From an optimization exercise on the open Yosys and OpenROAD flow, aimed at small area and a short achievable clock period; shortcuts taken in it are not production practice. Function was checked by simulation only, so behaviour that the tests miss may differ from the original. Power figures rest on the tool's default switching activity, not on a simulated workload.

**flow/constraint.sdc**
```tcl
create_clock -name core_clock -period 6.0 [get_ports {clk}]
set_input_delay 1.2000 -clock core_clock [delete_from_list [all_inputs] [get_ports {clk}]]
set_output_delay 1.2000 -clock core_clock [all_outputs]
set_load 0.01 [all_outputs]
```
**flow/run.sh**
```bash
#!/bin/bash
# synth_recipe.tcl (not shown) runs the flow's synth.tcl, then flattens the netlist and writes it again
# the make line also repeats each setting of config.mk as NAME=value (left out here)
make -C /OpenROAD-flow-scripts/flow DESIGN_CONFIG=/design/flow/config.mk WORK_HOME=/design/flow/orfs CLKGATE_MAP_FILE= SYNTH_SCRIPT=/design/flow/synth_recipe.tcl finish
```
**flow/config.mk**
```make
export PLATFORM = sky130hd
export DESIGN_NAME = mips
export DESIGN_NICKNAME = mips
export VERILOG_FILES = /design/flow/design.v
export SDC_FILE = /design/flow/constraint.sdc
export NUM_CORES = 4
export LEC_CHECK = 0
export CAP_MARGIN = 20
export CORE_MARGIN = 2
export CORE_UTILIZATION = 40
export SLEW_MARGIN = 20
```
**flow/design.v**
```verilog
module mips(
    input clk,
    input reset,
    output [31:0] imem_addr,
    input [31:0] imem_data,
    output [31:0] dmem_addr,
    output [31:0] dmem_wdata,
    output dmem_we,
    input [31:0] dmem_rdata,
    output wb_we,
    output [4:0] wb_reg,
    output [31:0] wb_data
);
reg [31:2] pc;
assign imem_addr = {pc, 2'b00};
wire [5:0] f_op = imem_data[31:26];
wire f_isR   = (f_op == 6'b000000);
wire f_isLW  = (f_op == 6'b100011);
wire f_isSW  = (f_op == 6'b101011);
wire f_isXI  = (f_op == 6'b001110);
wire f_isBNE = (f_op == 6'b000101);
reg d_wr, d_mw, d_br;             
reg d_lw, d_R, d_xi, d_sub, d_imm;
reg [4:0] d_rs, d_rt;
reg [15:0] d_imm16;
always @(posedge clk) begin
    if (reset) begin
        d_wr <= 1'b0;
        d_mw <= 1'b0;
        d_br <= 1'b0;
    end else begin
        d_wr <= f_isR | f_isLW | f_isXI;
        d_mw <= f_isSW;
        d_br <= f_isBNE;
    end
    d_lw  <= f_isLW;
    d_R   <= f_isR;
    d_xi  <= f_isXI;
    d_sub <= f_isR & (imem_data[5:0] == 6'b100010);
    d_imm <= f_isLW | f_isSW | f_isXI;
    d_rs  <= imem_data[25:21];
    d_rt  <= imem_data[20:16];
    d_imm16 <= imem_data[15:0];
end
reg [31:0] rf [1:31];
reg [31:1] rv;
wire [31:0] rdA, rdB;
wire [31:0] selA, selB;
genvar gi;
generate
    for (gi = 0; gi < 32; gi = gi + 1) begin : g_sel
        if (gi == 0) begin : g_z
            assign selA[gi] = 1'b0;
            assign selB[gi] = 1'b0;
        end else begin : g_nz
            assign selA[gi] = rv[gi] & (d_rs == gi);
            assign selB[gi] = rv[gi] & (d_rt == gi);
        end
    end
endgenerate
reg [31:0] muxA, muxB;
integer k;
always @(*) begin
    muxA = 32'b0;
    muxB = 32'b0;
    for (k = 1; k < 32; k = k + 1) begin
        muxA = muxA | ({32{selA[k]}} & rf[k]);
        muxB = muxB | ({32{selB[k]}} & rf[k]);
    end
end
assign rdA = muxA;
assign rdB = muxB;
reg w_we;
reg [4:0] w_reg;
reg [31:0] w_data;
integer j;
always @(posedge clk) begin
    for (j = 1; j < 32; j = j + 1)
        if (w_we && w_reg == j)
            rf[j] <= w_data;
end
always @(posedge clk) begin
    if (reset)
        rv <= 31'b0;
    else if (w_we && w_reg != 5'd0)
        rv[w_reg] <= 1'b1;
end
reg e_wr, e_mw, e_br;             
reg e_lw, e_xi, e_sub, e_imm;
reg [4:0] e_dest;
reg [31:0] e_a, e_b;
reg [15:0] e_imm16;
always @(posedge clk) begin
    if (reset) begin
        e_wr <= 1'b0;
        e_mw <= 1'b0;
        e_br <= 1'b0;
    end else begin
        e_wr <= d_wr;
        e_mw <= d_mw;
        e_br <= d_br;
    end
    e_lw  <= d_lw;
    e_xi  <= d_xi;
    e_sub <= d_sub;
    e_imm <= d_imm;
    e_dest <= d_R ? d_imm16[15:11] : d_rt;
    e_a <= rdA;
    e_b <= rdB;
    e_imm16 <= d_imm16;
end
wire [31:0] e_ext = {{16{e_imm16[15] & ~e_xi}}, e_imm16};
wire [31:0] e_opb = e_imm ? e_ext : e_b;
wire [31:0] e_sum = e_a + (e_opb ^ {32{e_sub}}) + {31'b0, e_sub};
wire [31:0] e_res = e_xi ? (e_a ^ e_opb) : e_sum;
wire taken = e_br & (e_a != e_b);
wire [31:2] pc_inc = pc + 30'd1;
wire [31:2] pc_br  = pc + {{14{e_imm16[15]}}, e_imm16} + 30'd1;
always @(posedge clk) begin
    if (reset)
        pc <= 30'b0;
    else
        pc <= taken ? pc_br : pc_inc;
end
reg m_wr, m_mw;                   
reg m_lw;
reg [4:0] m_dest;
reg [31:0] m_res, m_sd;
always @(posedge clk) begin
    if (reset) begin
        m_wr <= 1'b0;
        m_mw <= 1'b0;
    end else begin
        m_wr <= e_wr;
        m_mw <= e_mw;
    end
    m_lw   <= e_lw;
    m_dest <= e_dest;
    m_res  <= e_res;
    m_sd   <= e_b;
end
assign dmem_addr  = m_res;
assign dmem_wdata = m_sd;
assign dmem_we    = m_mw;
always @(posedge clk) begin
    if (reset)
        w_we <= 1'b0;
    else
        w_we <= m_wr;
    w_reg  <= m_dest;
    w_data <= m_lw ? dmem_rdata : m_res;
end
assign wb_we   = w_we;
assign wb_reg  = w_reg;
assign wb_data = w_data;
endmodule
```
==> results.txt <==
==> power breakdown <==
group	leakage, nW	total [mW]	internal, mW	switching (mW)
Sequential	11.7	9.64	9.58	0.0693
Combinational	8.07	0.321	0.134	0.188
Clock	2.19	8.49	4.85	3.64
==> kinds of logic (layout without fill, tap and decap cells) <==
logic type	after synthesis	after routing	share of synthesized area
DFF	1289	1289	0.663
AOI/OAI and AO/OA	1245	1245	0.179
and+or+nand+nor	776	776	0.0769
buffers and inverters	324	605	0.0235
xor gates and xnor gates	171	171	0.0279
adders and majority gates	76	76	0.0179
muxes	60	60	0.0122
other	1	7	0.0000696
==> layout by cell type (no fill, tap or decap), types with 71 or more instances in the layout <==
cell type and instances:
sky130_fd_sc_hd__a21oi_1 86, sky130_fd_sc_hd__buf_4 127, sky130_fd_sc_hd__nand3_1 262, sky130_fd_sc_hd__a22o_1 164, sky130_fd_sc_hd__dfxtp_1 288, sky130_fd_sc_hd__nor2_1 112, sky130_fd_sc_hd__clkdlybuf4s50_1 197, sky130_fd_sc_hd__xnor2_1 99
sky130_fd_sc_hd__edfxtp_1 992, sky130_fd_sc_hd__a221oi_1 162, sky130_fd_sc_hd__xor2_1 71, sky130_fd_sc_hd__clkbuf_16 137, sky130_fd_sc_hd__ha_1 74, sky130_fd_sc_hd__a22oi_1 575
==> per-layer routing <==
metal | GRT usage | vias to the layer above
met2 | 0.506 | 4881
met3 | 0.168 | 1423
met1 | 0.425 | 21215
met5 | 0.00734 | -
met4 | 0.206 | 32
li1 | - | 16450
==> path summary, 6_finish.rpt <==
check,start,to,slack [ns],cells after the start
setup / recovery,e_imm,m_res[30],1.92,14
hold / removal,d_lw,e_lw,0.31,0
setup reg to reg,e_imm,m_res[30],1.92,14
hold reg to reg,d_lw,e_lw,0.31,0
==> metrics by stage <==
stage               instances   util  total power, mW  worst slack (ns)  hold slack [ns]
finish                   5997  0.470             18.5              1.92            0.314
global route             5993  0.470             18.8              1.38            0.325
CTS                      5991  0.470             18.4              1.93            0.319
detailed placement       5748  0.437             10.2              1.93            0.312
global placement         5744  0.436             10.1              1.94            0.312
floorplan                3943      -             9.97              2.45            0.310
==> cell usage after synthesis (22+ instances only) <==
| master | count |
|---|---|
| sky130_fd_sc_hd__mux2_2 | 39 |
| sky130_fd_sc_hd__a222oi_1 | 64 |
| sky130_fd_sc_hd__dfxtp_1 | 297 |
| sky130_fd_sc_hd__or4_1 | 66 |
| sky130_fd_sc_hd__ha_1 | 74 |
| sky130_fd_sc_hd__inv_1 | 31 |
| sky130_fd_sc_hd__xnor2_1 | 99 |
| sky130_fd_sc_hd__nand2b_1 | 25 |
| sky130_fd_sc_hd__xor2_1 | 71 |
| sky130_fd_sc_hd__nor2b_1 | 24 |
| sky130_fd_sc_hd__clkbuf_1 | 221 |
| sky130_fd_sc_hd__a22o_1 | 164 |
| sky130_fd_sc_hd__o21ai_0 | 47 |
| sky130_fd_sc_hd__nor2_1 | 143 |
| sky130_fd_sc_hd__nand4_1 | 48 |
| sky130_fd_sc_hd__a221oi_1 | 162 |
| sky130_fd_sc_hd__buf_1 | 35 |
| sky130_fd_sc_hd__a21oi_1 | 86 |
| sky130_fd_sc_hd__buf_2 | 35 |
| sky130_fd_sc_hd__a211oi_1 | 22 |
| sky130_fd_sc_hd__nand3_1 | 262 |
| sky130_fd_sc_hd__edfxtp_1 | 992 |
| sky130_fd_sc_hd__a21o_1 | 37 |
| sky130_fd_sc_hd__nand2_1 | 67 |
| sky130_fd_sc_hd__and3_1 | 69 |
| sky130_fd_sc_hd__a22oi_1 | 575 |
==> area by class of cell <==
cell class / count / area, um^2
Antenna cell: 5 / 12.5
Clock buffer: 171 / 3730
Clock inverter: 72 / 702
Fill cell: 11630 / 70800
Inverter: 31 / 116
Multi-Input combinational cell: 2330 / 17300
Sequential cell: 1289 / 35700
Tap cell: 1768 / 2210
Timing Repair Buffer: 331 / 3060
==> flow_summary.toml <==
[placed_design]
port_buffers = 198
placement.cell_area_um2 = 58400
finalWeightedCongestion = 0.945
dp_hpwl_mm = 140

[floorplanning]
core.rowCount = 134
boundary_pins = 201
die_h_um = 371
die_x_um = 371
initial_utilization = 0.403
fp.dieArea_um2 = 138000
core_um2 = 134000

[global_routing]
grt_start_max_net_pins = 70
antenna_found_initial = 21
grt.total_usage = 0.351
first_global_vias = 40676
grt_first_pass_wirelength_mm = 332
grt_remaining_overflow = 0

[route]
post_drt_antenna_nets = 0
met3_wirelength_mm = 44.8
post-route-drc-count = 0
first_iter_violations = 11697
via_count = 44001
routedLengthMet1_mm = 83.0
drt-total-wl_mm = 250
avgViaCountPerCell = 7.34
top_layer = "met5"
detail_route.first_pass.iterations = 9
wl_per_cell_um = 41.6
wl_met2_mm = 102

[cts]
ctsLongestPathBuffers = 3
number_of_buffers_created_by_cts = 132
cts_root_cell = "sky130_fd_sc_hd__clkbuf_16"
post_cts_buffers = 0
clock_tree.htree_level_count = 4
clock_slew_seen_by_the_registers_of_the_worst_setup_and_hold_paths_ns = 0.07
post_cts_resize_count = 0
clkSinkCount = 1289
holdBufCountCts = 0
clk_latency_ns = 0.80
tritoncts_clock_tree = "yes"

[timing]
report.final.hold_viol_count = 0
finalSetupViolations = 0
totalNegativeSetupSlack_ns = 0
skew_ns = 0.0447
fmax_mhz = 245
tightest_slew_ns = 1.28
timing.final.max_slew_violations = 0
relSlewSlack = 0.146
min_tclk_post_route_ns = 4.08
post-route-period-util = 0.680
rsz0062_at_grt = "no"

[worst_setup_path]
worstSetupStartpointType = "register"
critPathSlowestCell = "sky130_fd_sc_hd__dfxtp_2"
critPathMaxFanout = 40
timing.critical_path.to_type = "register"
required_ns = 6.74
worstSetupPathType = "reg -> reg"
worstPathBufferInverterCount = 1
cp_cell_sequence = "buf_4 > mux2i_1 > xnor2_1 > fa_1 > a21oi_1 > o21ai_1 > a21oi_2 > o21ai_1 > a221oi_2 > a211oi_2 > nor2_2 > o21ai_1 > or4b_1 > nand3_1"
crit_family = "compound AO/OA/AOI/OAI gates"
timing.critical_path.mode_cell = "sky130_fd_sc_hd__o21ai_1"
critPathArrivalTime_ns = 4.82
worst_path_largest_cell_delay_ns = 0.51

[yosys]
ys_warns = 2
syn-cell-area_um2 = 53900
synth_flop_cell = "sky130_fd_sc_hd__edfxtp_1"
async_reset_ff_frac = 0
synth_area_leader_cell = "sky130_fd_sc_hd__edfxtp_1"
synthesis.instances = 3942
yosys_register_bits = 1289
synth_edf_count = 992
yosys-top-cells-area = "sky130_fd_sc_hd__edfxtp_1 (55%), sky130_fd_sc_hd__dfxtp_1 (11%), sky130_fd_sc_hd__a22oi_1 (8.0%)"
syn_area_per_cell_um2 = 13.7
synth_top_area_share = 0.553
synth.distinct_cells = 79
synth_sequential_area_ratio = 0.663

[final_layout]
layout.nets = 4257
final_design_area_no_fill_um2 = 62800
drive_above_1_share = 0.120
flow.area_growth_from_synthesis_pct = 16.6
registers.top_by_ff_count = "rf"
largest_reg_flops = 992

[run_status]
result_of_the_run = "no timing/DRC/antenna violations"

[run]
max-cap-violations = 0

[hold_path]
worstHoldPathType = "reg -> reg"

[pwr]
worst_ir_drop_vdd_mv = 0.393
power_density_nw_per_um2 = 294
total_leakage_power_nw = 21.9

-- what the ideal ports hide --
How much do the figures lean on ideal ports? The routed layout below was timed once more, with nothing changed but the port constraints.
Step 1, drivers: a clkbuf_16 drives clk and a buf_2 each remaining input, both assumed.
Step 2 times the ports against the registers' clock, not the clock port: input delays grow and output delays shrink by t, the midpoint of the rising clock arrivals with the driver on.
Three values: ideal, step 1, step 2; two values: the first two.
t (ns): 0.863
slack for setup (ns): 1.918 / 1.918 / 1.918
worst setup path after step 2: register to register
pins driven straight from the clock port: 1
After both steps this run still meets setup and hold. The setup slack of this run moves by 0.000 ns with the drivers and by 0.000 ns with both steps.
